This is an optimization exercise on Yosys and OpenROAD, whose aim is small area, a short achievable clock period and few clock cycles, not a production implementation. RTL that was checked went through simulation tests only; none was proved equivalent to the original. Only the layout flow was run in runs 1, 2 and 4; the RTL was not checked for function there. Power and IR drop assume default switching activity.

==> design/flow/design.v <==
module ARS_des(clk,reset,key,din,flag,dout,ready);
input [64:1] din;
input [64:1] key;
input clk,reset;
input flag;
output [64:1] dout;
output ready;
function [64:1]	IP;
input	[64:1]	IPin;
begin
IP=	 {IPin[58],IPin[50],IPin[42],IPin[34],IPin[26],IPin[18],IPin[10],IPin[2],
      IPin[60],IPin[52],IPin[44],IPin[36],IPin[28],IPin[20],IPin[12],IPin[4],
      IPin[62],IPin[54],IPin[46],IPin[38],IPin[30],IPin[22],IPin[14],IPin[6],
      IPin[64],IPin[56],IPin[48],IPin[40],IPin[32],IPin[24],IPin[16],IPin[8],
      IPin[57],IPin[49],IPin[41],IPin[33],IPin[25],IPin[17],IPin[9],IPin[1],
      IPin[59],IPin[51],IPin[43],IPin[35],IPin[27],IPin[19],IPin[11],IPin[3],
      IPin[61],IPin[53],IPin[45],IPin[37],IPin[29],IPin[21],IPin[13],IPin[5],
      IPin[63],IPin[55],IPin[47],IPin[39],IPin[31],IPin[23],IPin[15],IPin[7]};
end
endfunction
function [64:1] IVIP;
input    [64:1]  IP_1in;
begin
IVIP = {IP_1in[40],IP_1in[8],IP_1in[48],IP_1in[16],IP_1in[56],IP_1in[24],IP_1in[64],IP_1in[32],
        IP_1in[39],IP_1in[7],IP_1in[47],IP_1in[15],IP_1in[55],IP_1in[23],IP_1in[63],IP_1in[31],
        IP_1in[38],IP_1in[6],IP_1in[46],IP_1in[14],IP_1in[54],IP_1in[22],IP_1in[62],IP_1in[30],
        IP_1in[37],IP_1in[5],IP_1in[45],IP_1in[13],IP_1in[53],IP_1in[21],IP_1in[61],IP_1in[29],
        IP_1in[36],IP_1in[4],IP_1in[44],IP_1in[12],IP_1in[52],IP_1in[20],IP_1in[60],IP_1in[28],
        IP_1in[35],IP_1in[3],IP_1in[43],IP_1in[11],IP_1in[51],IP_1in[19],IP_1in[59],IP_1in[27],
        IP_1in[34],IP_1in[2],IP_1in[42],IP_1in[10],IP_1in[50],IP_1in[18],IP_1in[58],IP_1in[26],
        IP_1in[33],IP_1in[1],IP_1in[41],IP_1in[9],IP_1in[49],IP_1in[17],IP_1in[57],IP_1in[25]};
end
endfunction
reg [64:1] data;      
reg [1:56] cd;        
reg [3:0] cnt;        
reg mode;             
reg ready;
reg busy;             
reg sh1;              
wire [48:1] ksub = {cd[14], cd[17], cd[11], cd[24], cd[1], cd[5], cd[3], cd[28], cd[15], cd[6], cd[21], cd[10], cd[23], cd[19], cd[12], cd[4], cd[26], cd[8], cd[16], cd[7], cd[27], cd[20], cd[13], cd[2], cd[41], cd[52], cd[31], cd[37], cd[47], cd[55], cd[30], cd[40], cd[51], cd[45], cd[33], cd[48], cd[44], cd[49], cd[39], cd[56], cd[34], cd[53], cd[46], cd[42], cd[50], cd[36], cd[29], cd[32]};
wire [32:1] rl, rr;
ARS_ENDEcrp c1 (.OUTR(rr), .OUTL(rl), .INR(data[32:1]), .INL(data[64:33]), .K_sub(ksub));
always @(posedge clk) begin
  if (reset == 1'b0) begin
    data  <= IP(din);
    cd    <= flag ? {key[8], key[16], key[24], key[32], key[40], key[48], key[56], key[64], key[7], key[15], key[23], key[31], key[39], key[47], key[55], key[63], key[6], key[14], key[22], key[30], key[38], key[46], key[54], key[62], key[5], key[13], key[21], key[29], key[2], key[10], key[18], key[26], key[34], key[42], key[50], key[58], key[3], key[11], key[19], key[27], key[35], key[43], key[51], key[59], key[4], key[12], key[20], key[28], key[36], key[44], key[52], key[60], key[37], key[45], key[53], key[61]} : {key[16], key[24], key[32], key[40], key[48], key[56], key[64], key[7], key[15], key[23], key[31], key[39], key[47], key[55], key[63], key[6], key[14], key[22], key[30], key[38], key[46], key[54], key[62], key[5], key[13], key[21], key[29], key[8], key[10], key[18], key[26], key[34], key[42], key[50], key[58], key[3], key[11], key[19], key[27], key[35], key[43], key[51], key[59], key[4], key[12], key[20], key[28], key[36], key[44], key[52], key[60], key[37], key[45], key[53], key[61], key[2]};
    mode  <= flag;
    cnt   <= 4'd0;
    ready <= 1'b0;
    busy  <= 1'b1;
    sh1   <= 1'b1;
  end else begin
    if (busy) data <= {rl, rr};
    if (mode)
      cd <= sh1 ? {cd[28], cd[1], cd[2], cd[3], cd[4], cd[5], cd[6], cd[7], cd[8], cd[9], cd[10], cd[11], cd[12], cd[13], cd[14], cd[15], cd[16], cd[17], cd[18], cd[19], cd[20], cd[21], cd[22], cd[23], cd[24], cd[25], cd[26], cd[27], cd[56], cd[29], cd[30], cd[31], cd[32], cd[33], cd[34], cd[35], cd[36], cd[37], cd[38], cd[39], cd[40], cd[41], cd[42], cd[43], cd[44], cd[45], cd[46], cd[47], cd[48], cd[49], cd[50], cd[51], cd[52], cd[53], cd[54], cd[55]} : {cd[27], cd[28], cd[1], cd[2], cd[3], cd[4], cd[5], cd[6], cd[7], cd[8], cd[9], cd[10], cd[11], cd[12], cd[13], cd[14], cd[15], cd[16], cd[17], cd[18], cd[19], cd[20], cd[21], cd[22], cd[23], cd[24], cd[25], cd[26], cd[55], cd[56], cd[29], cd[30], cd[31], cd[32], cd[33], cd[34], cd[35], cd[36], cd[37], cd[38], cd[39], cd[40], cd[41], cd[42], cd[43], cd[44], cd[45], cd[46], cd[47], cd[48], cd[49], cd[50], cd[51], cd[52], cd[53], cd[54]};
    else
      cd <= sh1 ? {cd[2], cd[3], cd[4], cd[5], cd[6], cd[7], cd[8], cd[9], cd[10], cd[11], cd[12], cd[13], cd[14], cd[15], cd[16], cd[17], cd[18], cd[19], cd[20], cd[21], cd[22], cd[23], cd[24], cd[25], cd[26], cd[27], cd[28], cd[1], cd[30], cd[31], cd[32], cd[33], cd[34], cd[35], cd[36], cd[37], cd[38], cd[39], cd[40], cd[41], cd[42], cd[43], cd[44], cd[45], cd[46], cd[47], cd[48], cd[49], cd[50], cd[51], cd[52], cd[53], cd[54], cd[55], cd[56], cd[29]} : {cd[3], cd[4], cd[5], cd[6], cd[7], cd[8], cd[9], cd[10], cd[11], cd[12], cd[13], cd[14], cd[15], cd[16], cd[17], cd[18], cd[19], cd[20], cd[21], cd[22], cd[23], cd[24], cd[25], cd[26], cd[27], cd[28], cd[1], cd[2], cd[31], cd[32], cd[33], cd[34], cd[35], cd[36], cd[37], cd[38], cd[39], cd[40], cd[41], cd[42], cd[43], cd[44], cd[45], cd[46], cd[47], cd[48], cd[49], cd[50], cd[51], cd[52], cd[53], cd[54], cd[55], cd[56], cd[29], cd[30]};
    cnt <= cnt + 4'd1;
    sh1 <= (cnt == 4'd6) | (cnt == 4'd13);
    if (cnt == 4'd15) begin
      ready <= 1'b1;
      busy  <= 1'b0;
    end
  end
end
assign dout = IVIP({data[32:1], data[64:33]});
endmodule
module ARS_ENDEcrp(OUTR, OUTL, INR, INL, K_sub);
output	[32:1]	OUTR, OUTL;
input	[32:1]	INR, INL;
input	[48:1]	K_sub;
wire	[48:1] E;
wire	[48:1] X;
wire	[48:1] S;
assign E[48:1] = {	INR[32], INR[1], INR[2], INR[3], INR[4], INR[5], INR[4], INR[5],
			INR[6], INR[7], INR[8], INR[9], INR[8], INR[9], INR[10], INR[11],
			INR[12], INR[13], INR[12], INR[13], INR[14], INR[15], INR[16],
			INR[17], INR[16], INR[17], INR[18], INR[19], INR[20], INR[21],
			INR[20], INR[21], INR[22], INR[23], INR[24], INR[25], INR[24],
			INR[25], INR[26], INR[27], INR[28], INR[29], INR[28], INR[29],
			INR[30], INR[31], INR[32], INR[1]};
assign X = E ^ K_sub;
ARS_sbox1 u0( .addr(X[06:01]), .dout(S[04:01]) );
ARS_sbox2 u1( .addr(X[12:07]), .dout(S[08:05]) );
ARS_sbox3 u2( .addr(X[18:13]), .dout(S[12:09]) );
ARS_sbox4 u3( .addr(X[24:19]), .dout(S[16:13]) );
ARS_sbox5 u4( .addr(X[30:25]), .dout(S[20:17]) );
ARS_sbox6 u5( .addr(X[36:31]), .dout(S[24:21]) );
ARS_sbox7 u6( .addr(X[42:37]), .dout(S[28:25]) );
ARS_sbox8 u7( .addr(X[48:43]), .dout(S[32:29]) );
assign OUTR = {	S[16], S[7], S[20], S[21], S[29], S[12], S[28],
			S[17], S[1], S[15], S[23], S[26], S[5], S[18],
			S[31], S[10], S[2], S[8], S[24], S[14], S[32],
			S[27], S[3], S[9], S[19], S[13], S[30], S[6],
			S[22], S[11], S[4], S[25]}^ INL;
assign OUTL = INR;
endmodule
module ARS_sbox1(addr, dout);
input	[6:1] addr;
output	[4:1] dout;
reg	[4:1] dout;
always @(addr) begin
    case ({addr[6],addr[1], addr[5:2]})	
         0:  dout =  14;
         1:  dout =   4;
         2:  dout =  13;
         3:  dout =   1;
         4:  dout =   2;
         5:  dout =  15;
         6:  dout =  11;
         7:  dout =   8;
         8:  dout =   3;
         9:  dout =  10;
        10:  dout =   6;
        11:  dout =  12;
        12:  dout =   5;
        13:  dout =   9;
        14:  dout =   0;
        15:  dout =   7;
        16:  dout =   0;
        17:  dout =  15;
        18:  dout =   7;
        19:  dout =   4;
        20:  dout =  14;
        21:  dout =   2;
        22:  dout =  13;
        23:  dout =   1;
        24:  dout =  10;
        25:  dout =   6;
        26:  dout =  12;
        27:  dout =  11;
        28:  dout =   9;
        29:  dout =   5;
        30:  dout =   3;
        31:  dout =   8;
        32:  dout =   4;
        33:  dout =   1;
        34:  dout =  14;
        35:  dout =   8;
        36:  dout =  13;
        37:  dout =   6;
        38:  dout =   2;
        39:  dout =  11;
        40:  dout =  15;
        41:  dout =  12;
        42:  dout =   9;
        43:  dout =   7;
        44:  dout =   3;
        45:  dout =  10;
        46:  dout =   5;
        47:  dout =   0;
        48:  dout =  15;
        49:  dout =  12;
        50:  dout =   8;
        51:  dout =   2;
        52:  dout =   4;
        53:  dout =   9;
        54:  dout =   1;
        55:  dout =   7;
        56:  dout =   5;
        57:  dout =  11;
        58:  dout =   3;
        59:  dout =  14;
        60:  dout =  10;
        61:  dout =   0;
        62:  dout =   6;
        63:  dout =  13;
    endcase
    end
endmodule
module ARS_sbox2(addr, dout);
input	[6:1] addr;
output	[4:1] dout;
reg	[4:1] dout;
always @(addr) begin
    case ({addr[6],addr[1], addr[5:2]})
         0:  dout = 15;
         1:  dout =  1;
         2:  dout =  8;
         3:  dout = 14;
         4:  dout =  6;
         5:  dout = 11;
         6:  dout =  3;
         7:  dout =  4;
         8:  dout =  9;
         9:  dout =  7;
        10:  dout =  2;
        11:  dout = 13;
        12:  dout = 12;
        13:  dout =  0;
        14:  dout =  5;
        15:  dout = 10;
        16:  dout =  3;
        17:  dout = 13;
        18:  dout =  4;
        19:  dout =  7;
        20:  dout = 15;
        21:  dout =  2;
        22:  dout =  8;
        23:  dout = 14;
        24:  dout = 12;
        25:  dout =  0;
        26:  dout =  1;
        27:  dout = 10;
        28:  dout =  6;
        29:  dout =  9;
        30:  dout = 11;
        31:  dout =  5;
        32:  dout =  0;
        33:  dout = 14;
        34:  dout =  7;
        35:  dout = 11;
        36:  dout = 10;
        37:  dout =  4;
        38:  dout = 13;
        39:  dout =  1;
        40:  dout =  5;
        41:  dout =  8;
        42:  dout = 12;
        43:  dout =  6;
        44:  dout =  9;
        45:  dout =  3;
        46:  dout =  2;
        47:  dout = 15;
        48:  dout = 13;
        49:  dout =  8;
        50:  dout = 10;
        51:  dout =  1;
        52:  dout =  3;
        53:  dout = 15;
        54:  dout =  4;
        55:  dout =  2;
        56:  dout = 11;
        57:  dout =  6;
        58:  dout =  7;
        59:  dout = 12;
        60:  dout =  0;
        61:  dout =  5;
        62:  dout = 14;
        63:  dout =  9;
    endcase
    end
endmodule
module ARS_sbox3(addr, dout);
input	[6:1] addr;
output	[4:1] dout;
reg	[4:1] dout;
always @(addr) begin
    case ({addr[6],addr[1], addr[5:2]})
         0:  dout = 10;
         1:  dout =  0;
         2:  dout =  9;
         3:  dout = 14;
         4:  dout =  6;
         5:  dout =  3;
         6:  dout = 15;
         7:  dout =  5;
         8:  dout =  1;
         9:  dout = 13;
        10:  dout = 12;
        11:  dout =  7;
        12:  dout = 11;
        13:  dout =  4;
        14:  dout =  2;
        15:  dout =  8;
        16:  dout = 13;
        17:  dout =  7;
        18:  dout =  0;
        19:  dout =  9;
        20:  dout =  3;
        21:  dout =  4;
        22:  dout =  6;
        23:  dout = 10;
        24:  dout =  2;
        25:  dout =  8;
        26:  dout =  5;
        27:  dout = 14;
        28:  dout = 12;
        29:  dout = 11;
        30:  dout = 15;
        31:  dout =  1;
        32:  dout = 13;
        33:  dout =  6;
        34:  dout =  4;
        35:  dout =  9;
        36:  dout =  8;
        37:  dout = 15;
        38:  dout =  3;
        39:  dout =  0;
        40:  dout = 11;
        41:  dout =  1;
        42:  dout =  2;
        43:  dout = 12;
        44:  dout =  5;
        45:  dout = 10;
        46:  dout = 14;
        47:  dout =  7;
        48:  dout =  1;
        49:  dout = 10;
        50:  dout = 13;
        51:  dout =  0;
        52:  dout =  6;
        53:  dout =  9;
        54:  dout =  8;
        55:  dout =  7;
        56:  dout =  4;
        57:  dout = 15;
        58:  dout = 14;
        59:  dout =  3;
        60:  dout = 11;
        61:  dout =  5;
        62:  dout =  2;
        63:  dout = 12;
    endcase
    end
endmodule
module ARS_sbox4(addr, dout);
input	[6:1] addr;
output	[4:1] dout;
reg	[4:1] dout;
always @(addr) begin
    case ({addr[6],addr[1], addr[5:2]})
         0:  dout =  7;
         1:  dout = 13;
         2:  dout = 14;
         3:  dout =  3;
         4:  dout =  0;
         5:  dout =  6;
         6:  dout =  9;
         7:  dout = 10;
         8:  dout =  1;
         9:  dout =  2;
        10:  dout =  8;
        11:  dout =  5;
        12:  dout = 11;
        13:  dout = 12;
        14:  dout =  4;
        15:  dout = 15;
        16:  dout = 13;
        17:  dout =  8;
        18:  dout = 11;
        19:  dout =  5;
        20:  dout =  6;
        21:  dout = 15;
        22:  dout =  0;
        23:  dout =  3;
        24:  dout =  4;
        25:  dout =  7;
        26:  dout =  2;
        27:  dout = 12;
        28:  dout =  1;
        29:  dout = 10;
        30:  dout = 14;
        31:  dout =  9;
        32:  dout = 10;
        33:  dout =  6;
        34:  dout =  9;
        35:  dout =  0;
        36:  dout = 12;
        37:  dout = 11;
        38:  dout =  7;
        39:  dout = 13;
        40:  dout = 15;
        41:  dout =  1;
        42:  dout =  3;
        43:  dout = 14;
        44:  dout =  5;
        45:  dout =  2;
        46:  dout =  8;
        47:  dout =  4;
        48:  dout =  3;
        49:  dout = 15;
        50:  dout =  0;
        51:  dout =  6;
        52:  dout = 10;
        53:  dout =  1;
        54:  dout = 13;
        55:  dout =  8;
        56:  dout =  9;
        57:  dout =  4;
        58:  dout =  5;
        59:  dout = 11;
        60:  dout = 12;
        61:  dout =  7;
        62:  dout =  2;
        63:  dout = 14;
    endcase
    end
endmodule
module ARS_sbox5(addr, dout);
input	[6:1] addr;
output	[4:1] dout;
reg	[4:1] dout;
always @(addr) begin
    case ({addr[6],addr[1], addr[5:2]})	
         0:  dout =  2;
         1:  dout = 12;
         2:  dout =  4;
         3:  dout =  1;
         4:  dout =  7;
         5:  dout = 10;
         6:  dout = 11;
         7:  dout =  6;
         8:  dout =  8;
         9:  dout =  5;
        10:  dout =  3;
        11:  dout = 15;
        12:  dout = 13;
        13:  dout =  0;
        14:  dout = 14;
        15:  dout =  9;
        16:  dout = 14;
        17:  dout = 11;
        18:  dout =  2;
        19:  dout = 12;
        20:  dout =  4;
        21:  dout =  7;
        22:  dout = 13;
        23:  dout =  1;
        24:  dout =  5;
        25:  dout =  0;
        26:  dout = 15;
        27:  dout = 10;
        28:  dout =  3;
        29:  dout =  9;
        30:  dout =  8;
        31:  dout =  6;
        32:  dout =  4;
        33:  dout =  2;
        34:  dout =  1;
        35:  dout = 11;
        36:  dout = 10;
        37:  dout = 13;
        38:  dout =  7;
        39:  dout =  8;
        40:  dout = 15;
        41:  dout =  9;
        42:  dout = 12;
        43:  dout =  5;
        44:  dout =  6;
        45:  dout =  3;
        46:  dout =  0;
        47:  dout = 14;
        48:  dout = 11;
        49:  dout =  8;
        50:  dout = 12;
        51:  dout =  7;
        52:  dout =  1;
        53:  dout = 14;
        54:  dout =  2;
        55:  dout = 13;
        56:  dout =  6;
        57:  dout = 15;
        58:  dout =  0;
        59:  dout =  9;
        60:  dout = 10;
        61:  dout =  4;
        62:  dout =  5;
        63:  dout =  3;
    endcase
    end
endmodule
module ARS_sbox6(addr, dout);
input	[6:1] addr;
output	[4:1] dout;
reg	[4:1] dout;
always @(addr) begin
    case ({addr[6],addr[1], addr[5:2]})	
         0:  dout = 12;
         1:  dout =  1;
         2:  dout = 10;
         3:  dout = 15;
         4:  dout =  9;
         5:  dout =  2;
         6:  dout =  6;
         7:  dout =  8;
         8:  dout =  0;
         9:  dout = 13;
        10:  dout =  3;
        11:  dout =  4;
        12:  dout = 14;
        13:  dout =  7;
        14:  dout =  5;
        15:  dout = 11;
        16:  dout = 10;
        17:  dout = 15;
        18:  dout =  4;
        19:  dout =  2;
        20:  dout =  7;
        21:  dout = 12;
        22:  dout =  9;
        23:  dout =  5;
        24:  dout =  6;
        25:  dout =  1;
        26:  dout = 13;
        27:  dout = 14;
        28:  dout =  0;
        29:  dout = 11;
        30:  dout =  3;
        31:  dout =  8;
        32:  dout =  9;
        33:  dout = 14;
        34:  dout = 15;
        35:  dout =  5;
        36:  dout =  2;
        37:  dout =  8;
        38:  dout = 12;
        39:  dout =  3;
        40:  dout =  7;
        41:  dout =  0;
        42:  dout =  4;
        43:  dout = 10;
        44:  dout =  1;
        45:  dout = 13;
        46:  dout = 11;
        47:  dout =  6;
        48:  dout =  4;
        49:  dout =  3;
        50:  dout =  2;
        51:  dout = 12;
        52:  dout =  9;
        53:  dout =  5;
        54:  dout = 15;
        55:  dout = 10;
        56:  dout = 11;
        57:  dout = 14;
        58:  dout =  1;
        59:  dout =  7;
        60:  dout =  6;
        61:  dout =  0;
        62:  dout =  8;
        63:  dout = 13;
    endcase
    end
endmodule
module ARS_sbox7(addr, dout);
input	[6:1] addr;
output	[4:1] dout;
reg	[4:1] dout;
always @(addr) begin
    case ({addr[6],addr[1], addr[5:2]})	
         0:  dout =  4;
         1:  dout = 11;
         2:  dout =  2;
         3:  dout = 14;
         4:  dout = 15;
         5:  dout =  0;
         6:  dout =  8;
         7:  dout = 13;
         8:  dout =  3;
         9:  dout = 12;
        10:  dout =  9;
        11:  dout =  7;
        12:  dout =  5;
        13:  dout = 10;
        14:  dout =  6;
        15:  dout =  1;
        16:  dout = 13;
        17:  dout =  0;
        18:  dout = 11;
        19:  dout =  7;
        20:  dout =  4;
        21:  dout =  9;
        22:  dout =  1;
        23:  dout = 10;
        24:  dout = 14;
        25:  dout =  3;
        26:  dout =  5;
        27:  dout = 12;
        28:  dout =  2;
        29:  dout = 15;
        30:  dout =  8;
        31:  dout =  6;
        32:  dout =  1;
        33:  dout =  4;
        34:  dout = 11;
        35:  dout = 13;
        36:  dout = 12;
        37:  dout =  3;
        38:  dout =  7;
        39:  dout = 14;
        40:  dout = 10;
        41:  dout = 15;
        42:  dout =  6;
        43:  dout =  8;
        44:  dout =  0;
        45:  dout =  5;
        46:  dout =  9;
        47:  dout =  2;
        48:  dout =  6;
        49:  dout = 11;
        50:  dout = 13;
        51:  dout =  8;
        52:  dout =  1;
        53:  dout =  4;
        54:  dout = 10;
        55:  dout =  7;
        56:  dout =  9;
        57:  dout =  5;
        58:  dout =  0;
        59:  dout = 15;
        60:  dout = 14;
        61:  dout =  2;
        62:  dout =  3;
        63:  dout = 12;
    endcase
    end
endmodule
module ARS_sbox8(addr, dout);
input	[6:1] addr;
output	[4:1] dout;
reg	[4:1] dout;
always @(addr) begin
    case ({addr[6],addr[1], addr[5:2]})	
         0:  dout = 13;
         1:  dout =  2;
         2:  dout =  8;
         3:  dout =  4;
         4:  dout =  6;
         5:  dout = 15;
         6:  dout = 11;
         7:  dout =  1;
         8:  dout = 10;
         9:  dout =  9;
        10:  dout =  3;
        11:  dout = 14;
        12:  dout =  5;
        13:  dout =  0;
        14:  dout = 12;
        15:  dout =  7;
        16:  dout =  1;
        17:  dout = 15;
        18:  dout = 13;
        19:  dout =  8;
        20:  dout = 10;
        21:  dout =  3;
        22:  dout =  7;
        23:  dout =  4;
        24:  dout = 12;
        25:  dout =  5;
        26:  dout =  6;
        27:  dout = 11;
        28:  dout =  0;
        29:  dout = 14;
        30:  dout =  9;
        31:  dout =  2;
        32:  dout =  7;
        33:  dout = 11;
        34:  dout =  4;
        35:  dout =  1;
        36:  dout =  9;
        37:  dout = 12;
        38:  dout = 14;
        39:  dout =  2;
        40:  dout =  0;
        41:  dout =  6;
        42:  dout = 10;
        43:  dout = 13;
        44:  dout = 15;
        45:  dout =  3;
        46:  dout =  5;
        47:  dout =  8;
        48:  dout =  2;
        49:  dout =  1;
        50:  dout = 14;
        51:  dout =  7;
        52:  dout =  4;
        53:  dout = 10;
        54:  dout =  8;
        55:  dout = 13;
        56:  dout = 15;
        57:  dout = 12;
        58:  dout =  9;
        59:  dout =  0;
        60:  dout =  3;
        61:  dout =  5;
        62:  dout =  6;
        63:  dout = 11;
    endcase
    end
endmodule
==> design/flow/flow/run.sh <==
#!/bin/bash
# Own layout flow: the standard ORFS layout with two changes.
#  1. Synthesis skips ORFS's full-adder extraction (ADDER_MAP_FILE empty), which otherwise turns
#     the XORs of the round function into half-adder cells that ABC cannot optimise. Flip-flop
#     mapping is unchanged, so the registers, their names and cell types are the standard ones.
#  2. Ports are buffered with sky130_fd_sc_hd__buf_1 instead of the default buffer cell.
# Each make run's full output goes to its own log file in this folder.
set -euo pipefail
work=$(pwd)
bash standard.sh synth ADDER_MAP_FILE= > "$work/synth.log" 2>&1
bash standard.sh finish BUFFER_PORTS_ARGS="-buffer_cell sky130_fd_sc_hd__buf_1" > "$work/layout.log" 2>&1
test -f "$work/out/final.def"
==> design/flow/standard.sh <==
#!/bin/bash
# synth_recipe.tcl (not shown) runs the flow's synth.tcl, then flattens the netlist and writes it again
# the make line also repeats each setting of config.mk as NAME=value (left out here)
make -C /OpenROAD-flow-scripts/flow DESIGN_CONFIG=/design/flow/config.mk WORK_HOME=/design/flow/orfs CLKGATE_MAP_FILE= SYNTH_SCRIPT=/design/flow/synth_recipe.tcl "${@:-finish}"
==> design/flow/config.mk <==
export PLATFORM = sky130hd
export DESIGN_NAME = ARS_des
export DESIGN_NICKNAME = ARS_des
export VERILOG_FILES = /design/flow/design.v
export SDC_FILE = /design/flow/constraint.sdc
export NUM_CORES = 4
export LEC_CHECK = 0
export ABC_AREA = 1
export CAP_MARGIN = 20
export CORE_MARGIN = 2
export CORE_UTILIZATION = 40
export SETUP_SLACK_MARGIN = 3.6
export SLEW_MARGIN = 20
==> design/flow/constraint.sdc <==
create_clock -name core_clock -period 6.0 [get_ports {clk}]
set_input_delay 1.2000 -clock core_clock [delete_from_list [all_inputs] [get_ports {clk}]]
set_output_delay 1.2000 -clock core_clock [all_outputs]
set_load 0.01 [all_outputs]
==> notes.md, run 1 <==
Finished Core Util=49.05%; worst hold stages=2; sequential share of the synthesized area=between 20 and 30%; NetSw=4.088 mW; Area after DPL=between 10000 and 15000 sq um; RSZ-0062 raised after global routing=true; crit path capture type=primary output; Layout fillers=slightly below 3000; Data arrival, critical path=around 1200 ps; initial core utilization=between 40% and 50%; crit path launch type=register; Post-Place Cells=between 2000 and 2500; outcome=no timing/DRC/antenna violations; Final HPWL DP=27240 microns; I/O pin total=a little under 200; largest net degree at the start of global routing=a little under 80; post-DR vias/cell=~5.4; initial antenna violation count=0; Synth Area per Inst=slightly below 6 sq um; maximum vdd ir drop=239.0 uV; gr busiest metal=met2; die height=between 150 and 200 microns; Die X=between 150 and 200 microns; Buf+Inv Stages, Crit Path=1; GP Congestion=between 0.9 and 1; pin slew with the least headroom to its limit=between 800 and 900 ps; Skew-Pair Late Insertion Delay=430 ps; cts hold-fix bufs=0; drt wl/cell=between 15 and 20 microns; Antenna Violating Nets Remaining=0; most frequent cells in the layout=712 x nand2_1, 442 x nand3_1, 183 x buf_1, 122 x inv_1, 93 x o21ai_0; Syn Nets=between 1500 and 2000; Hold Startpoint=ready; final max-slew violation count=0; Place WS=approximately 2900 ps; Routed WL=37950 microns; Largest delay share family, worst path=flip-flops; synthesized cell area=roughly 11000 sq um; gr ovfl total=0; Worst slew margin=between 40 and 50%; Pint=around 3.6 mW; combinational fraction of design power=between 60 and 70%; Critical Path Fanout Max=4; area delta synth->final=20.73%; Fin Hold WS=around 470 ps; Seq cells post-synth=roughly 130; Final TNS setup=0 ps; floorplan row count=60; core box area=approximately 27000 sq um; max_cap viols=0; slowest stage delay, CP=approximately 600 ps; count of final setup violators=0; final cell count without fillers=between 2000 and 2500; CP max-delay cell=edfxtp_1; Sequential Power Share=just under 20%; ranking of synthesized cells by area=nand2_1 25%, nand3_1 20%, edfxtp_1 18%; grt met2 use=between 30 and 40%; critical path cell sequence=buf_2; commonest non-fill, non-tap cell in the layout=nand2_1; vias in the first global route=roughly 11000; share of synthesized registers carrying an async set or reset=0%; dominant cell type by area after synthesis=nand2_1; CTS H-tree lvls=4; residual DRC count=0; total CTS buffers=17; Final Cycle Share=between 40% and 50%; clock network fraction of design power=13.4%; final instance area=approximately 13000 sq um; PD cells=586.4 nW/um^2; Setup Skew=approximately 11 ps; r2r worst-path depth=10; YS warnings=9; Syn Inst Count=around 1800; type of the worst setup path=register to primary output; top_reg_cell synth=edfxtp_1; fin nets=about 2200; Port Buf Inserts=187; Leak Pwr=around 6.4 nW; diode count=0; met3 Use GR=under 10%; CTS Buffer Depth=2; Worst-path clk slew=approximately 70 ps; Critical R2R Capture=data[22]; DR iter-0 viols=1419; Synth top area share=between 20% and 30%; Final Hold Fails=0; Vias=12880; worst r2r src=data[10]; area of the die=28640 sq um; first-pass GRT wire length=58480 microns; drt pass-1 iters=6; fmax=410.5 MHz; overall power=7.730 mW; post-layout min period=2436 ps; CTS Root Cell=clkbuf_16; CTS tree=built; Worst EP required=4800 ps; EDFF count, synth=65; worst setup margin=around 3600 ps; reg2reg setup slack=around 3700 ps; switching fraction of total power=between 50% and 60%; hold crit path type=register to register; clk sinks=approximately 130; Hold Crit Endpoint=ready; Crit path depth=1; Total GRT Usage=approximately 26%; global routing usage on met1=between 30% and 40%; ratio of cells with drive above 1 in the final layout=under 10%; synth unique cells=33
sequential cells by signal, indices dropped and copies added (netlist names):
register / flops
cd: 56
mode: 1
busy: 1
ready: 1
sh1: 1
cnt: 4
data: 64
power groups by stage:
stage                     combinational, mW  sequential (mW)  clock (mW)
after floorplan                        3.43             1.52           0
after global placement                 4.45             1.65           0
after detailed placement               4.43             1.65           0
after CTS                              4.76             1.55        1.06
after global routing                   5.86             1.54        1.08
final                                  5.17             1.52        1.04
cell usage after synthesis (4+ instances only):
cell and number:
nand3_1 443, buf_2 14, buf_1 10, dfxtp_1 63
nand4_1 12, a21oi_1 78, xor2_2 7, nor2_1 63
nand3_2 5, edfxtp_1 65, o21ai_0 93, nand3b_1 4
clkbuf_1 53, inv_1 129, nand2_1 716, xnor2_2 6
o211ai_1 5, nand2_2 11, xor2_1 8, xnor2_1 29
cell families after synthesis:
family                    synth area share, %
AOI/OAI and AO/OA                       8.708
and+or+nand+nor                         49.55
DFF                                     29.42
xor gates and xnor gates                4.904
buffers and inverters                   7.413
layer usage:
metal | share of wire, % | routed length [microns]
met5 | 0 | 0
met3 | 7.7 | 2922
met4 | 3.7 | 1417
met1 | 45 | 17030
met2 | 44 | 16580
layout make-up:
cell class              count  area, sq um  area share (%)
clock buffers              19        454.2           3.445
clock inverters            13        113.9          0.8636
inverters                 132        515.5           3.910
multi-input cells        1494         7204           54.65
flip-flops and latches    128         3216           24.39
well taps                 341        426.7           3.236
repair buffers            257         1254           9.509
timing repair:
action / 4_1_cts / 5_1_grt
hold endpoints to repair: 0 / 0
setup buffers: 22 / 39
setup endpoints to repair: 122 / 84
resized for setup: 22 / 30
pin swaps: 0 / 5
worst max path at each step:
stage / from / to / slack (ps)
global route: data[10] / data[22] / 3530
global placement: reset / data[9] / 2910
detailed placement: reset / data[20] / 2890
finish: data[10] / dout[14] / 3560
floorplan: reset / data[10] / 3690
CTS: data[13] / dout[38] / 3550
==> run 2, diff against run 1 <==
--- a/design/flow/config.mk
+++ b/design/flow/config.mk
@@ -8,6 +8,6 @@
 export ABC_AREA = 1
 export CAP_MARGIN = 20
 export CORE_MARGIN = 2
-export CORE_UTILIZATION = 40
+export CORE_UTILIZATION = 55
 export SETUP_SLACK_MARGIN = 3.6
 export SLEW_MARGIN = 20
==> notes.md, run 2 <==
outcome=no timing/DRC/antenna violations; switching fraction of total power=53.01%; slowest stage delay, CP=600 ps; total CTS buffers=17; CP max-delay cell=edfxtp_1; Vias=around 13000; initial antenna violation count=0; area of the die=21000 sq um; Post-synth top cells=716 x nand2_1, 443 x nand3_1, 129 x inv_1; Area after DPL=11740 sq um; Leak Pwr=6.266 nW; Synth top area share=between 20% and 30%; Final Hold Fails=0; Seq cells post-synth=between 100 and 150; Worst slew margin=between 50 and 60%; Worst-path clk slew=~60 ps; top_reg_cell synth=edfxtp_1; ranking of synthesized cells by area=nand2_1 25%, nand3_1 20%, edfxtp_1 18%; final max-slew violation count=0; share of synthesized registers carrying an async set or reset=0%; Pint=~3.5 mW; combinational fraction of design power=65.3%; largest family of logic cells by synthesized area=simple AND/OR/NAND/NOR gates; vias in the first global route=approximately 11000; NetSw=just under 4 mW; crit path capture type=primary output; fmax=roughly 410 MHz; post-layout min period=between 2000 and 2500 ps; max_cap viols=0; cts hold-fix bufs=0; core box area=19460 sq um; Sequential Power Share=between 20% and 30%; Fin Hold WS=around 470 ps; PD cells=approximately 580 nW/um^2; diode count=0; worst setup margin=between 3000 and 4000 ps; Worst EP required=~4800 ps; drt wl/cell=around 16 microns; Setup Skew=9.881 ps; pin slew with the least headroom to its limit=627.9 ps; die height=approximately 140 microns; floorplan row count=between 50 and 60; count of final setup violators=0; overall power=roughly 7.5 mW; I/O pin total=approximately 200; CTS tree=built; Final Cycle Share=40.79%; post-DR vias/cell=5.712; CTS Buffer Depth=2; number of flip-flops in the largest register=between 60 and 70; Skew-Pair Late Insertion Delay=approximately 440 ps; Die X=roughly 140 microns; post-synthesis compound-gate area fraction=8.708%; EDFF count, synth=65; Synth Area per Inst=between 5 and 6 sq um; drt pass-1 iters=7; clock network fraction of design power=a little over an eighth; Place WS=around 2800 ps; synthesized-area fraction occupied by xor and xnor cells=4.904%; type of the worst setup path=register to primary output; critical path cell sequence=buf_1; Critical Path Fanout Max=4; most frequent cells in the layout=713 x nand2_1, 442 x nand3_1, 185 x buf_1, 128 x inv_1, 93 x o21ai_0; Routed WL=about 35000 microns; CTS Root Cell=clkbuf_16; fin nets=between 2000 and 2500; Largest Register=data; Syn Inst Count=between 1500 and 2000; dominant cell type by area after synthesis=nand2_1; hold crit path type=register to register; Antenna Violating Nets Remaining=0; YS warnings=9; area delta synth->final=17.27%; multiplexer share of the synthesized area=0%; clk sinks=between 100 and 150; RSZ-0062 raised after global routing=true; Final TNS setup=0 ps; initial core utilization=56.11%; Total GRT Usage=32.27%; Port Buf Inserts=about 190; largest net degree at the start of global routing=75; Final HPWL DP=25310 microns; crit path launch type=register; synthesized cell area=approximately 11000 sq um; Post-Synth Adder-Cell Area=0%; ratio of cells with drive above 1 in the final layout=~6.5%; commonest non-fill, non-tap cell in the layout=nand2_1; sequential share of the synthesized area=between 20% and 30%; Syn Nets=around 2000; final instance area=between 10000 and 15000 sq um; GP Congestion=a little under 1; synth unique cells=33; Largest delay share family, worst path=flip-flops; gr ovfl total=0; CTS H-tree lvls=4; residual DRC count=0; first-pass GRT wire length=roughly 56000 microns; Synth Area in Simple Gates=49.55%; top-count cell post-synth=nand2_1; maximum vdd ir drop=between 200 and 300 uV; Buf+Inv Stages, Crit Path=1; Data arrival, critical path=about 1300 ps; DR iter-0 viols=around 1500; Top Registers=data x64, cd x56, cnt x4
run 2: logic make-up (layout without fill, tap and decap cells):
logic type                Yosys count  count (layout)
and+or+nand+nor                  1260            1261
buffers and inverters             210             390
AOI/OAI and AO/OA                 184             184
DFF                               128             128
xor gates and xnor gates           50              50
run 2: power by group through the flow:
stage / Sequential [mW] / Combinational, mW / Clock, mW
finish: 1.56 / 4.87 / 1.02
global route: 1.59 / 5.49 / 1.07
CTS: 1.58 / 4.53 / 1.03
detailed placement: 1.62 / 4.40 / 0
global placement: 1.61 / 4.37 / 0
floorplan: 1.52 / 3.43 / 0
run 2: layout make-up:
type,instances,area [sq um]
clock inverter,14,128.9
timing repair buffer,226,1044
multi-input combinational,1495,7147
sequential,128,3213
tap,265,331.6
fill,1864,6656
clock buffer,18,439.2
inverter,132,503.0
run 2: per-stage QoR:
stage / cells / util, %
2_1_floorplan: 1832 / -
3_3_place_gp: 2216 / 60.30
3_5_place_dp: 2216 / 60.30
4_1_cts: 2255 / 64.06
5_1_grt: 2278 / 65.80
6_report: 2278 / 65.80
run 2: per-layer routing:
layer / up-vias / wire, microns / global-route usage (%)
li1: 6429 / - / -
met1: 5880 / 15590 / 45.51
met2: 640 / 15720 / 50.31
met3: 63 / 3062 / 5.440
met4: 0 / 953 / 10.79
met5: - / 0 / 0
run 2: what timing repair did:
action | 4_1_cts | 5_1_grt
pin swaps | 0 | 5
cloned | 0 | 1
gates resized for setup | 17 | 18
setup endpoints to repair | 111 | 100
setup buffers | 7 | 22
run 2: worst paths after layout:
kind,to,slack (ps),startpoint,depth (start not counted)
max,dout[2],3550,data[25],1
max reg2reg,data[6],3700,data[1],13
min reg2reg,ready,470,ready,2
min,ready,470,ready,2
==> run 3, diff against run 2 <==
--- a/design/flow/design.v
+++ b/design/flow/design.v
@@ -36,7 +36,6 @@
 reg [3:0] cnt;        
 reg mode;             
 reg ready;
-reg busy;             
 reg sh1;              
 wire [48:1] ksub = {cd[14], cd[17], cd[11], cd[24], cd[1], cd[5], cd[3], cd[28], cd[15], cd[6], cd[21], cd[10], cd[23], cd[19], cd[12], cd[4], cd[26], cd[8], cd[16], cd[7], cd[27], cd[20], cd[13], cd[2], cd[41], cd[52], cd[31], cd[37], cd[47], cd[55], cd[30], cd[40], cd[51], cd[45], cd[33], cd[48], cd[44], cd[49], cd[39], cd[56], cd[34], cd[53], cd[46], cd[42], cd[50], cd[36], cd[29], cd[32]};
 wire [32:1] rl, rr;
@@ -48,20 +47,16 @@
     mode  <= flag;
     cnt   <= 4'd0;
     ready <= 1'b0;
-    busy  <= 1'b1;
     sh1   <= 1'b1;
   end else begin
-    if (busy) data <= {rl, rr};
+    if (!ready) data <= {rl, rr};
     if (mode)
       cd <= sh1 ? {cd[28], cd[1], cd[2], cd[3], cd[4], cd[5], cd[6], cd[7], cd[8], cd[9], cd[10], cd[11], cd[12], cd[13], cd[14], cd[15], cd[16], cd[17], cd[18], cd[19], cd[20], cd[21], cd[22], cd[23], cd[24], cd[25], cd[26], cd[27], cd[56], cd[29], cd[30], cd[31], cd[32], cd[33], cd[34], cd[35], cd[36], cd[37], cd[38], cd[39], cd[40], cd[41], cd[42], cd[43], cd[44], cd[45], cd[46], cd[47], cd[48], cd[49], cd[50], cd[51], cd[52], cd[53], cd[54], cd[55]} : {cd[27], cd[28], cd[1], cd[2], cd[3], cd[4], cd[5], cd[6], cd[7], cd[8], cd[9], cd[10], cd[11], cd[12], cd[13], cd[14], cd[15], cd[16], cd[17], cd[18], cd[19], cd[20], cd[21], cd[22], cd[23], cd[24], cd[25], cd[26], cd[55], cd[56], cd[29], cd[30], cd[31], cd[32], cd[33], cd[34], cd[35], cd[36], cd[37], cd[38], cd[39], cd[40], cd[41], cd[42], cd[43], cd[44], cd[45], cd[46], cd[47], cd[48], cd[49], cd[50], cd[51], cd[52], cd[53], cd[54]};
     else
       cd <= sh1 ? {cd[2], cd[3], cd[4], cd[5], cd[6], cd[7], cd[8], cd[9], cd[10], cd[11], cd[12], cd[13], cd[14], cd[15], cd[16], cd[17], cd[18], cd[19], cd[20], cd[21], cd[22], cd[23], cd[24], cd[25], cd[26], cd[27], cd[28], cd[1], cd[30], cd[31], cd[32], cd[33], cd[34], cd[35], cd[36], cd[37], cd[38], cd[39], cd[40], cd[41], cd[42], cd[43], cd[44], cd[45], cd[46], cd[47], cd[48], cd[49], cd[50], cd[51], cd[52], cd[53], cd[54], cd[55], cd[56], cd[29]} : {cd[3], cd[4], cd[5], cd[6], cd[7], cd[8], cd[9], cd[10], cd[11], cd[12], cd[13], cd[14], cd[15], cd[16], cd[17], cd[18], cd[19], cd[20], cd[21], cd[22], cd[23], cd[24], cd[25], cd[26], cd[27], cd[28], cd[1], cd[2], cd[31], cd[32], cd[33], cd[34], cd[35], cd[36], cd[37], cd[38], cd[39], cd[40], cd[41], cd[42], cd[43], cd[44], cd[45], cd[46], cd[47], cd[48], cd[49], cd[50], cd[51], cd[52], cd[53], cd[54], cd[55], cd[56], cd[29], cd[30]};
     cnt <= cnt + 4'd1;
     sh1 <= (cnt == 4'd6) | (cnt == 4'd13);
-    if (cnt == 4'd15) begin
-      ready <= 1'b1;
-      busy  <= 1'b0;
-    end
+    if (cnt == 4'd15) ready <= 1'b1;
   end
 end
 assign dout = IVIP({data[32:1], data[64:33]});
--- a/design/flow/config.mk
+++ b/design/flow/config.mk
@@ -8,6 +8,6 @@
 export ABC_AREA = 1
 export CAP_MARGIN = 20
 export CORE_MARGIN = 2
-export CORE_UTILIZATION = 55
+export CORE_UTILIZATION = 40
 export SETUP_SLACK_MARGIN = 3.6
 export SLEW_MARGIN = 20
==> notes.md, run 3 <==
type of the worst setup path=register to primary output; synth unique cells=31; Top Registers=data x64, cd x56, cnt x4; Port Buf Inserts=187; Antenna Violating Nets Remaining=0; EDFF count, synth=65; Final Hold Fails=0; Final TNS setup=0 ps; most frequent cells in the layout=705 x nand2_1, 441 x nand3_1, 185 x buf_1, 115 x inv_1, 87 x o21ai_0; Seq cells post-synth=~130; ranking of synthesized cells by area=nand2_1 24%, nand3_1 20%, edfxtp_1 18%; dominant cell type by area after synthesis=nand2_1; RSZ-0062 raised after global routing=true; Syn Nets=between 1500 and 2000; critical path startpoint=ready; Vias=between 10000 and 15000; Worst slew margin=53.50%; first-pass GRT wire length=roughly 59000 microns; floorplan row count=60; YS warnings=9; core box area=roughly 27000 sq um; top-count cell post-synth=nand2_1; max_cap viols=0; gr ovfl total=0; CTS Buffer Depth=2; Synth Area per Inst=around 6.0 sq um; overall power=roughly 7.6 mW; post-layout min period=approximately 2500 ps; crit path capture type=primary output; clk sinks=127; CTS Root Cell=clkbuf_16; Largest delay share family, worst path=flip-flops; area delta synth->final=18.47%; Largest Register=data; Data arrival, critical path=1270 ps; synthesized cell area=10930 sq um; reg2reg setup slack=roughly 3700 ps; commonest non-fill, non-tap cell in the layout=nand2_1; pin slew with the least headroom to its limit=697.6 ps; CP max-delay cell=dfxtp_1; worst setup margin=around 3500 ps; final max-slew violation count=0; crit path launch type=register; number of flip-flops in the largest register=64; CTS tree=built; Critical R2R Capture=data[6]; area of the die=roughly 29000 sq um; ratio of cells with drive above 1 in the final layout=between 7 and 8%; initial antenna violation count=1; I/O pin total=between 150 and 200; Worst EP required=roughly 4800 ps; r2r worst-path depth=10; hold crit path type=register to register; Synth top area share=roughly a quarter; PD cells=between 500 and 600 nW/um^2; top_reg_cell synth=edfxtp_1; initial core utilization=40.65%; maximum vdd ir drop=around 230 uV; outcome=no timing/DRC/antenna violations; Setup Skew=~22 ps; DR iter-0 viols=approximately 1200; Place WS=about 2800 ps; Buf+Inv Stages, Crit Path=1; Fin Hold WS=around 480 ps; GP Congestion=about 0.93; post-DR vias/cell=between 5 and 6; vias in the first global route=11370; fmax=slightly above 400 MHz; Post-synth top cells=711 x nand2_1, 441 x nand3_1, 119 x inv_1; Syn Inst Count=around 1800; share of synthesized registers carrying an async set or reset=0%; sequential share of the synthesized area=between 20% and 30%; largest net degree at the start of global routing=90; slowest stage delay, CP=slightly above 600 ps; CTS H-tree lvls=4; count of final setup violators=0; die height=169.3 microns; worst r2r src=data[1]; Routed WL=37960 microns; Final HPWL DP=between 20000 and 30000 microns; CP endpoint=ready; residual DRC count=0; Skew-Pair Late Insertion Delay=approximately 440 ps; critical path cell sequence=buf_1; drt pass-1 iters=6; Crit path depth=1; Leak Pwr=between 6 and 7 nW; Die X=~170 microns; Worst-path clk slew=about 70 ps; drt wl/cell=between 15 and 20 microns; Final Cycle Share=approximately 41%; fin nets=2127; Critical Path Fanout Max=3; Total GRT Usage=between 20% and 30%; cts hold-fix bufs=0; total CTS buffers=17
## run 3: cell count changes after synthesis, moves of 4 or more
cell	delta
nor2_1	+7
clkbuf_1	+4
clkinv_1	+5
nand2_1	-5
inv_1	-10
o21ai_0	-6
o21ai_1	+4
## run 3: logic make-up after synthesis
family	Yosys count	share of synthesized area, %
AO/OA/AOI/OAI	181	8.532
XOR/XNOR	54	5.600
buffers and inverters	206	7.226
flip-flops	127	29.23
AND/OR/NAND/NOR	1258	49.42
## run 3: area by class of cell
class                      count  area (sq um)
multi-input combinational   1494          7211
timing repair buffer         226          1023
antenna                        1         2.502
tap                          341         426.7
inverter                     129         508.0
clock inverter                15         147.6
clock buffer                  17         425.4
sequential                   127          3194
timing repair inverter         1         5.005
fill                        2936         13930
## run 3: how the worst min path moves through the flow
stage / startpoint / to / slack (ps) / cells after the start
floorplan: cnt[0] / cnt[0] / 430 / 1
global placement: cnt[0] / cnt[0] / 450 / 1
detailed placement: cnt[0] / cnt[0] / 460 / 1
CTS: cnt[0] / cnt[0] / 480 / 1
global route: cnt[1] / cnt[2] / 520 / 2
finish: cnt[0] / cnt[0] / 480 / 1
## run 3: repair_timing
item                       4_1_cts  5_1_grt
setup endpoints to repair      152      117
gates resized for setup         15       31
pin swaps                        1        2
setup buffers                   11       16
gates cloned                     0        2
## run 3: per-layer routing
metal | up-vias | wire length (microns) | global-route usage, %
met1 | 5899 | 17970 | 37.03
met4 | 0 | 1027 | 8.213
li1 | 6409 | - | -
met5 | - | 0 | 0
met2 | 444 | 16640 | 40.71
met3 | 41 | 2318 | 2.752
## run 3: stage by stage
step                      instances  utilization, %  area, sq um
after floorplan                1826               -        10940
after global placement         2289           44.13        11860
after detailed placement       2289           44.13        11860
after CTS                      2332           46.91        12610
after global routing           2351           48.16        12940
final                          2351           48.16        12940
## run 3: power breakdown
part	leakage, nW	total, mW	switching, mW	internal, mW
Sequential	1.22	1.57	0.372	1.20
Clock	0.277	1.05	0.471	0.584
Combinational	4.71	4.97	3.23	1.75
Total	6.21	7.59	4.07	3.53
Testbench counts of run 3, summed over its fixed seeds: cycles 13,056.
==> run 4, diff against run 3 <==
--- a/design/flow/design.v
+++ b/design/flow/design.v
@@ -36,6 +36,7 @@
 reg [3:0] cnt;        
 reg mode;             
 reg ready;
+reg busy;             
 reg sh1;              
 wire [48:1] ksub = {cd[14], cd[17], cd[11], cd[24], cd[1], cd[5], cd[3], cd[28], cd[15], cd[6], cd[21], cd[10], cd[23], cd[19], cd[12], cd[4], cd[26], cd[8], cd[16], cd[7], cd[27], cd[20], cd[13], cd[2], cd[41], cd[52], cd[31], cd[37], cd[47], cd[55], cd[30], cd[40], cd[51], cd[45], cd[33], cd[48], cd[44], cd[49], cd[39], cd[56], cd[34], cd[53], cd[46], cd[42], cd[50], cd[36], cd[29], cd[32]};
 wire [32:1] rl, rr;
@@ -47,16 +48,20 @@
     mode  <= flag;
     cnt   <= 4'd0;
     ready <= 1'b0;
+    busy  <= 1'b1;
     sh1   <= 1'b1;
   end else begin
-    if (!ready) data <= {rl, rr};
+    if (busy) data <= {rl, rr};
     if (mode)
       cd <= sh1 ? {cd[28], cd[1], cd[2], cd[3], cd[4], cd[5], cd[6], cd[7], cd[8], cd[9], cd[10], cd[11], cd[12], cd[13], cd[14], cd[15], cd[16], cd[17], cd[18], cd[19], cd[20], cd[21], cd[22], cd[23], cd[24], cd[25], cd[26], cd[27], cd[56], cd[29], cd[30], cd[31], cd[32], cd[33], cd[34], cd[35], cd[36], cd[37], cd[38], cd[39], cd[40], cd[41], cd[42], cd[43], cd[44], cd[45], cd[46], cd[47], cd[48], cd[49], cd[50], cd[51], cd[52], cd[53], cd[54], cd[55]} : {cd[27], cd[28], cd[1], cd[2], cd[3], cd[4], cd[5], cd[6], cd[7], cd[8], cd[9], cd[10], cd[11], cd[12], cd[13], cd[14], cd[15], cd[16], cd[17], cd[18], cd[19], cd[20], cd[21], cd[22], cd[23], cd[24], cd[25], cd[26], cd[55], cd[56], cd[29], cd[30], cd[31], cd[32], cd[33], cd[34], cd[35], cd[36], cd[37], cd[38], cd[39], cd[40], cd[41], cd[42], cd[43], cd[44], cd[45], cd[46], cd[47], cd[48], cd[49], cd[50], cd[51], cd[52], cd[53], cd[54]};
     else
       cd <= sh1 ? {cd[2], cd[3], cd[4], cd[5], cd[6], cd[7], cd[8], cd[9], cd[10], cd[11], cd[12], cd[13], cd[14], cd[15], cd[16], cd[17], cd[18], cd[19], cd[20], cd[21], cd[22], cd[23], cd[24], cd[25], cd[26], cd[27], cd[28], cd[1], cd[30], cd[31], cd[32], cd[33], cd[34], cd[35], cd[36], cd[37], cd[38], cd[39], cd[40], cd[41], cd[42], cd[43], cd[44], cd[45], cd[46], cd[47], cd[48], cd[49], cd[50], cd[51], cd[52], cd[53], cd[54], cd[55], cd[56], cd[29]} : {cd[3], cd[4], cd[5], cd[6], cd[7], cd[8], cd[9], cd[10], cd[11], cd[12], cd[13], cd[14], cd[15], cd[16], cd[17], cd[18], cd[19], cd[20], cd[21], cd[22], cd[23], cd[24], cd[25], cd[26], cd[27], cd[28], cd[1], cd[2], cd[31], cd[32], cd[33], cd[34], cd[35], cd[36], cd[37], cd[38], cd[39], cd[40], cd[41], cd[42], cd[43], cd[44], cd[45], cd[46], cd[47], cd[48], cd[49], cd[50], cd[51], cd[52], cd[53], cd[54], cd[55], cd[56], cd[29], cd[30]};
     cnt <= cnt + 4'd1;
     sh1 <= (cnt == 4'd6) | (cnt == 4'd13);
-    if (cnt == 4'd15) ready <= 1'b1;
+    if (cnt == 4'd15) begin
+      ready <= 1'b1;
+      busy  <= 1'b0;
+    end
   end
 end
 assign dout = IVIP({data[32:1], data[64:33]});
==> design/flow/flow/run.sh (replaced) <==
#!/bin/bash
# Own layout flow: the standard ORFS layout with two changes.
#  1. Synthesis maps the logic with an area-oriented ABC script (flow/abc_area.script, used in
#     place of ORFS's) and skips ORFS's full-adder extraction (ADDER_MAP_FILE empty). Flip-flop
#     mapping is unchanged, so the registers, their names and cell types are the standard ones.
#  2. Ports are buffered with sky130_fd_sc_hd__buf_1 instead of the default buffer cell.
# Each make run's full output goes to its own log file in this folder.
set -euo pipefail
work=$(pwd)
rm -rf "$work/scripts_area"
cp -r "$FLOW_HOME/scripts" "$work/scripts_area"
cp "$work/flow/abc_area.script" "$work/scripts_area/abc_area.script"
bash standard.sh synth SCRIPTS_DIR="$work/scripts_area" ADDER_MAP_FILE= > "$work/synth.log" 2>&1
bash standard.sh finish BUFFER_PORTS_ARGS="-buffer_cell sky130_fd_sc_hd__buf_1" > "$work/layout.log" 2>&1
test -f "$work/out/final.def"
==> design/flow/flow/abc_area.script (new file) <==
strash
dch -f
map -a
topo
==> notes.md, run 4 <==
outcome=no timing/DRC/antenna violations; slowest stage delay, CP=roughly 450 ps; CP max-delay cell=edfxtp_1; Leak Pwr=around 5.5 nW; largest net degree at the start of global routing=between 100 and 150; Routed WL=around 37000 microns; synthesized cell area=9871 sq um; area of the die=25950 sq um; Seq cells post-synth=128; Syn Nets=1647; maximum vdd ir drop=212.3 uV; RSZ-0062 raised after global routing=true; post-synthesis compound-gate area fraction=25.12%; fmax=about 400 MHz; initial antenna violation count=1; Die X=roughly 160 microns; CTS Root Cell=clkbuf_16; Setup Skew=about 14 ps; total CTS buffers=17; share of synthesized registers carrying an async set or reset=0%; drt wl/cell=around 17 microns; Worst-path clk slew=~70 ps; Post-Synth Adder-Cell Area=0%; gr ovfl total=0; switching fraction of total power=49.51%; Largest delay share family, worst path=buffers and inverters; Buf+Inv Stages, Crit Path=3; floorplan row count=57; Synth Area in Simple Gates=a little under a third; ratio of cells with drive above 1 in the final layout=between 20% and 30%; most frequent cells in the layout=354 x nand2_1, 179 x buf_1, 145 x nand3_1, 134 x o21ai_0, 109 x nor2_1; Critical Path Fanout Max=3; crit path launch type=register; Final Cycle Share=42.17%; synth unique cells=30; overall power=between 8 and 9 mW; clock network fraction of design power=a little over an eighth; GP Congestion=between 0.9 and 1; Place WS=around 2600 ps; Skew-Pair Late Insertion Delay=roughly 440 ps; NetSw=~4.0 mW; Final TNS setup=0 ps; number of flip-flops in the largest register=64; post-layout min period=approximately 2500 ps; Antenna Violating Nets Remaining=0; Vias=about 12000; DR iter-0 viols=around 1000; dominant cell type by area after synthesis=edfxtp_1; top-count cell post-synth=nand2_1; Final Hold Fails=0; final max-slew violation count=0; Syn Inst Count=roughly 1500; Pint=4.050 mW; drt pass-1 iters=6; Final HPWL DP=between 20000 and 25000 microns; Port Buf Inserts=roughly 190; hold crit path type=register to register; Finished Core Util=56.75%; fin nets=between 1500 and 2000; top_reg_cell synth=edfxtp_1; ranking of synthesized cells by area=edfxtp_1 20%, nand2_1 15%, dfxtp_1 13%; worst setup margin=roughly 3500 ps; clk sinks=128; Synth Area per Inst=approximately 6.5 sq um; EDFF count, synth=65; critical path cell sequence=buf_6 -> buf_4 -> buf_1; CTS H-tree lvls=4; CTS tree=built; combinational fraction of design power=between 60% and 70%; sequential share of the synthesized area=32.55%; pin slew with the least headroom to its limit=between 900 and 1000 ps; multiplexer share of the synthesized area=less than 1%; Worst slew margin=between 30% and 40%; die height=about 160 microns; commonest non-fill, non-tap cell in the layout=nand2_1; cts hold-fix bufs=0; Synth top area share=between 10% and 20%; first-pass GRT wire length=54340 microns; synthesized-area fraction occupied by xor and xnor cells=about 5%; largest family of logic cells by synthesized area=simple AND/OR/NAND/NOR gates; post-DR vias/cell=~5.6; I/O pin total=between 150 and 200; Largest Register=data; CTS Buffer Depth=2; count of final setup violators=0; Post-synth top cells=403 x nand2_1, 169 x o21ai_0, 165 x nor2_1; vias in the first global route=10660; Sequential Power Share=17.8%; Top Registers=data x64, cd x56, cnt x4; core box area=~24000 sq um; Data arrival, critical path=about 1300 ps; Worst EP required=between 4000 and 5000 ps; type of the worst setup path=register to primary output; Total GRT Usage=a little over a quarter; Fin Hold WS=454.0 ps; initial core utilization=approximately two fifths; area delta synth->final=39.41%; YS warnings=9; crit path capture type=primary output; residual DRC count=0; max_cap viols=0; PD cells=583.0 nW/um^2; Layout fillers=2392
==> run 4: cell count changes after synthesis, moves of 45 or more <==
cell,before,now
nor2_1,70,165
clkbuf_1,57,0
o21ai_0,87,169
nand2_1,711,403
clkinv_1,6,154
a21oi_1,78,123
inv_1,119,0
nand3_1,441,147
==> run 4: through the flow <==
step,std cells,instance area [sq um]
after floorplan,1516,9957
after global placement,2031,11100
after detailed placement,2031,11100
after CTS,2104,12530
after global routing,2166,13760
final,2166,13760
==> run 4: final timing paths <==
kind / start / to / slack [ps] / cells past startpoint
max: data[12] / dout[30] / 3470 / 3
min: cnt[0] / cnt[0] / 450 / 1
min reg2reg: cnt[0] / cnt[0] / 450 / 1
max reg2reg: data[16] / data[8] / 3520 / 13
==> run 4: power by group through the flow <==
stage          logic, mW  clock network (mW)  registers, mW
2_1_floorplan       2.70                   0           1.50
3_3_place_gp        3.67                   0           1.55
3_5_place_dp        3.67                   0           1.55
4_1_cts             4.43                1.08           1.44
5_1_grt             6.01                1.11           1.45
6_report            5.52                1.07           1.43
==> run 4: logic make-up (layout without fill, tap and decap cells) <==
logic type / Yosys count / after routing
flops: 128 / 128
xor+xnor: 57 / 57
compound gates: 423 / 423
other cells: 0 / 1
buf+inv: 154 / 479
simple gates: 753 / 753
mux: 1 / 1
==> run 4: area by class of cell <==
cell class | instances | area [sq um] | area share (%)
diodes | 1 | 2.502 | 0.01819
clock buffers | 18 | 429.2 | 3.119
clock inverters | 14 | 151.4 | 1.100
inverters | 154 | 720.7 | 5.237
multi-input cells | 1234 | 7197 | 52.30
flip-flops and latches | 128 | 3216 | 23.37
well taps | 324 | 405.4 | 2.946
repair buffers | 293 | 1639 | 11.91
==> run 4: per-layer routing <==
layer  vias up  track usage, %  wire [microns]
li1       5927               -               -
met2       493           42.80           17550
met5         -               0               0
met3        62           4.058            2319
met1      5606           34.78           15700
met4         0           11.40             964
==> run 4: timing repair <==
| item | CTS | global route |
|---|---|---|
| setup endpoints to repair | 166 | 198 |
| pin swaps | 21 | 91 |
| hold endpoints to repair | 0 | 0 |
| cloned | 0 | 0 |
| setup buffers | 41 | 61 |
| resized for setup | 156 | 247 |

afterwards: timing with drivers on the ports:
The flow's constraints put no driver on any port. The routed layouts listed below were extracted and timed again, unchanged, in two steps.
Step 1 sets driving cells, clkbuf_16 on the clock port and buf_2 on the other inputs (assumed; they add their load-dependent delay and slew).
Step 2 moves the port delays by t, midway between the first and last clock arrival at a register: inputs arrive t later, outputs are due t later. That takes back most of the time a late clock gives input paths.
Slacks: ideal ports / drivers / drivers and shift; pairs: ideal ports / drivers.
run	t, ns	setup WS [ns]	worst setup path at the end	worst data-port slew with drivers (ns)
run 1	0.476	3.564 / 3.515 / 3.165	input to register	0.06
run 2	0.478	3.553 / 3.505 / 3.276	input to register	0.04
run 3	0.482	3.534 / 3.483 / 3.275	input to register	0.09
run 4	0.479	3.470 / 3.421 / 3.072	input to register	0.08
After both steps every run listed still meets setup and hold. The setup slack of run 1, which loses most, moves by -0.049 ns with the drivers and by -0.399 ns with both steps.
